This is an optimization exercise on Yosys and OpenROAD, whose aim is small area and a short achievable clock period, not a production implementation.
In this exercise RTL edits were held to simulation tests only and were not proved equivalent to the original.
Power figures rest on the tool's default switching activity, not on a simulated workload.

==> inputs of run a <==
Design CPU, start of the top module:
module CPU(
	input clk,
	input reset,
	output [4:0] instr_addr,
	input [18:0] instr,
	output reg [18:0] alu_result,
	output rf_we,
	output [2:0] rf_waddr,
	output reg [18:0] rf_wdata,
	output mem_we,
	output [4:0] mem_waddr,
	output [18:0] mem_wdata
);
==> flow/config.mk <==
export PLATFORM = sky130hd
export DESIGN_NAME = CPU
export DESIGN_NICKNAME = CPU
export VERILOG_FILES = /design/flow/design.v
export SDC_FILE = /design/flow/constraint.sdc
export NUM_CORES = 4
export LEC_CHECK = 0
export CAP_MARGIN = 20
export CORE_MARGIN = 2
export CORE_UTILIZATION = 60
export SLEW_MARGIN = 20
==> flow/constraint.sdc <==
create_clock -name core_clock -period 19.0 [get_ports {clk}]
set_input_delay 3.8000 -clock core_clock [delete_from_list [all_inputs] [get_ports {clk}]]
set_output_delay 3.8000 -clock core_clock [all_outputs]
set_load 0.01 [all_outputs]
standard.sh (not shown) runs the stock make flow with config.mk's settings and CLKGATE_MAP_FILE= SYNTH_SCRIPT=/design/flow/synth_recipe.tcl, a recipe that flattens the netlist after the stock synthesis.
==> flow/flow/run.sh <==
#!/bin/bash
# The standard layout (standard.sh) with these changes:
#  - ABC maps the logic with flow/abc.script (area-recovering mapping) instead
#    of ORFS's abc_speed.script; the rest of the synthesis is synth_recipe.tcl;
#  - repair_timing aims for 5.4 ns of setup slack, and is not run again
#    after global routing (SKIP_INCREMENTAL_REPAIR);
#  - clock tree: no dummy loads, larger sink clusters;
#  - ports are buffered with buf_1 (repair_timing resizes them as needed).
# The SDC (clock period, I/O delays, loads) is the standard flow's, unchanged.
set -euo pipefail
W=$(pwd)
cat > "$W/abc_wrap.tcl" <<EOT
proc abc {args} {
  set i [lsearch \$args -script]
  if {\$i >= 0} { lset args [expr {\$i + 1}] $W/flow/abc.script }
  yosys abc {*}\$args
}
source $W/synth_recipe.tcl
EOT
sed "s#SYNTH_SCRIPT=[^ ]*#SYNTH_SCRIPT=$W/abc_wrap.tcl#" standard.sh > my_standard.sh
export SETUP_SLACK_MARGIN=5.4
export SKIP_INCREMENTAL_REPAIR=1
export CTS_ARGS="-sink_clustering_enable -repair_clock_nets -dont_use_dummy_load -sink_clustering_size 24 -sink_clustering_max_diameter 70"
export BUFFER_PORTS_ARGS="-buffer_cell sky130_fd_sc_hd__buf_1"
bash my_standard.sh finish > standard.log 2>&1
==> flow/flow/abc.script <==
&get -n
&st
&dch
&nf -R 1000
&st
&dch
&nf -R 1000
&put
buffer -c
topo
stime -c
upsize -c
dnsize -c
==> run b: changes against run a <==
==> flow/flow/run.sh (replaced) <==
#!/bin/bash
# The standard layout (standard.sh) with these changes:
#  - ABC maps the logic with flow/abc.script (area-recovering mapping) instead
#    of ORFS's abc_speed.script; the rest of the synthesis is synth_recipe.tcl;
#  - no full/half-adder cell extraction (ADDER_MAP_FILE empty), so ABC sees
#    and times the adders together with the rest of the logic;
#  - repair_timing aims for SETUP_SLACK_MARGIN ns of setup slack;
#  - clock tree: no dummy loads, larger sink clusters;
#  - ports are buffered with buf_2 (repair_timing resizes them as needed).
# The SDC (clock period, I/O delays, loads) is the standard flow's, unchanged.
set -euo pipefail
W=$(pwd)
cat > "$W/abc_wrap.tcl" <<EOT
proc abc {args} {
  set i [lsearch \$args -script]
  if {\$i >= 0} { lset args [expr {\$i + 1}] $W/flow/abc.script }
  yosys abc {*}\$args
}
source $W/synth_recipe.tcl
EOT
sed "s#SYNTH_SCRIPT=[^ ]*#SYNTH_SCRIPT=$W/abc_wrap.tcl#" standard.sh > my_standard.sh
export ADDER_MAP_FILE=
export SETUP_SLACK_MARGIN=${MARGIN:-5}
export CTS_ARGS="-sink_clustering_enable -repair_clock_nets -dont_use_dummy_load -sink_clustering_size 30 -sink_clustering_max_diameter 80"
export BUFFER_PORTS_ARGS="-buffer_cell sky130_fd_sc_hd__buf_2"
bash my_standard.sh finish > standard.log 2>&1
--- a/flow/config.mk
+++ b/flow/config.mk
@@ -9,3 +9,3 @@
 export CORE_MARGIN = 2
-export CORE_UTILIZATION = 60
+export CORE_UTILIZATION = 40
 export SLEW_MARGIN = 20
==> run c: changes against run a <==
--- a/flow/flow/run.sh
+++ b/flow/flow/run.sh
@@ -4,6 +4,5 @@
 #    of ORFS's abc_speed.script; the rest of the synthesis is synth_recipe.tcl;
-#  - repair_timing aims for 5.4 ns of setup slack, and is not run again
-#    after global routing (SKIP_INCREMENTAL_REPAIR);
+#  - repair_timing aims for SETUP_SLACK_MARGIN ns of setup slack;
 #  - clock tree: no dummy loads, larger sink clusters;
-#  - ports are buffered with buf_1 (repair_timing resizes them as needed).
+#  - ports are buffered with buf_2 (repair_timing resizes them as needed).
 # The SDC (clock period, I/O delays, loads) is the standard flow's, unchanged.
@@ -21,5 +20,4 @@
 export SETUP_SLACK_MARGIN=5.4
-export SKIP_INCREMENTAL_REPAIR=1
 export CTS_ARGS="-sink_clustering_enable -repair_clock_nets -dont_use_dummy_load -sink_clustering_size 24 -sink_clustering_max_diameter 70"
-export BUFFER_PORTS_ARGS="-buffer_cell sky130_fd_sc_hd__buf_1"
+export BUFFER_PORTS_ARGS="-buffer_cell sky130_fd_sc_hd__buf_2"
 bash my_standard.sh finish > standard.log 2>&1
==> notes <==
Wire length, lowest first: run a, run c, run b.
Of run b and run c, run b has the higher critical path depth (gap 1).
Final area, highest first: run b, run c, run a.
Of run b and run c, run c has the higher synthesized area (gap 0.95%, measured against run c).
Between run a and run b, the lower synthesized cell count is in run a (gap 4.4%, measured against run b).
Of run b and run a, run b has the higher combinational power (gap 62%, measured against run a).
The lowest clock-buffer cell count belongs to run b, the highest to run a.
Non-clock buffer count, highest first: run b, run c, run a.
Clock power: run a > run c > run b.
Via count: run a < run c < run b.
Run b passed the timing, DRC and antenna checks. Run a produced a clean layout. Run c finished with timing, DRC and antenna clean.

==> port drivers added, routing unchanged <==
How much do the figures lean on ideal ports? The routed layouts below were timed once more, with nothing changed but the port constraints. Step 1, drivers: a clkbuf_16 drives clk and a buf_2 each remaining input, both assumed. Step 2 moves the port delays by t, midway between the first and last clock arrival at a register: inputs arrive t later, outputs are due t later. That takes back most of the time a late clock gives input paths. Slacks: no drivers / after step 1 / after step 2; pairs: no drivers / after step 1.
run | t, ns | slack for setup (ns) | hold slack, ns | worst setup path after step 2 | clock arrival spread, ns
run a | 0.647 | 5.251 / 5.222 / 5.222 | 0.458 / 0.458 / 0.458 | input to output | 0.071 / 0.071
run b | 0.639 | 4.689 / 4.620 / 4.620 | 0.475 / 0.475 / 0.475 | input to output | 0.138 / 0.139
run c | 0.617 | 5.376 / 5.328 / 5.328 | 0.457 / 0.457 / 0.457 | input to output | 0.106 / 0.107
After both steps setup and hold are still met in every run listed. For run b, which loses most, drivers alone change the setup slack by -0.069 ns; drivers and shift together by -0.069 ns.
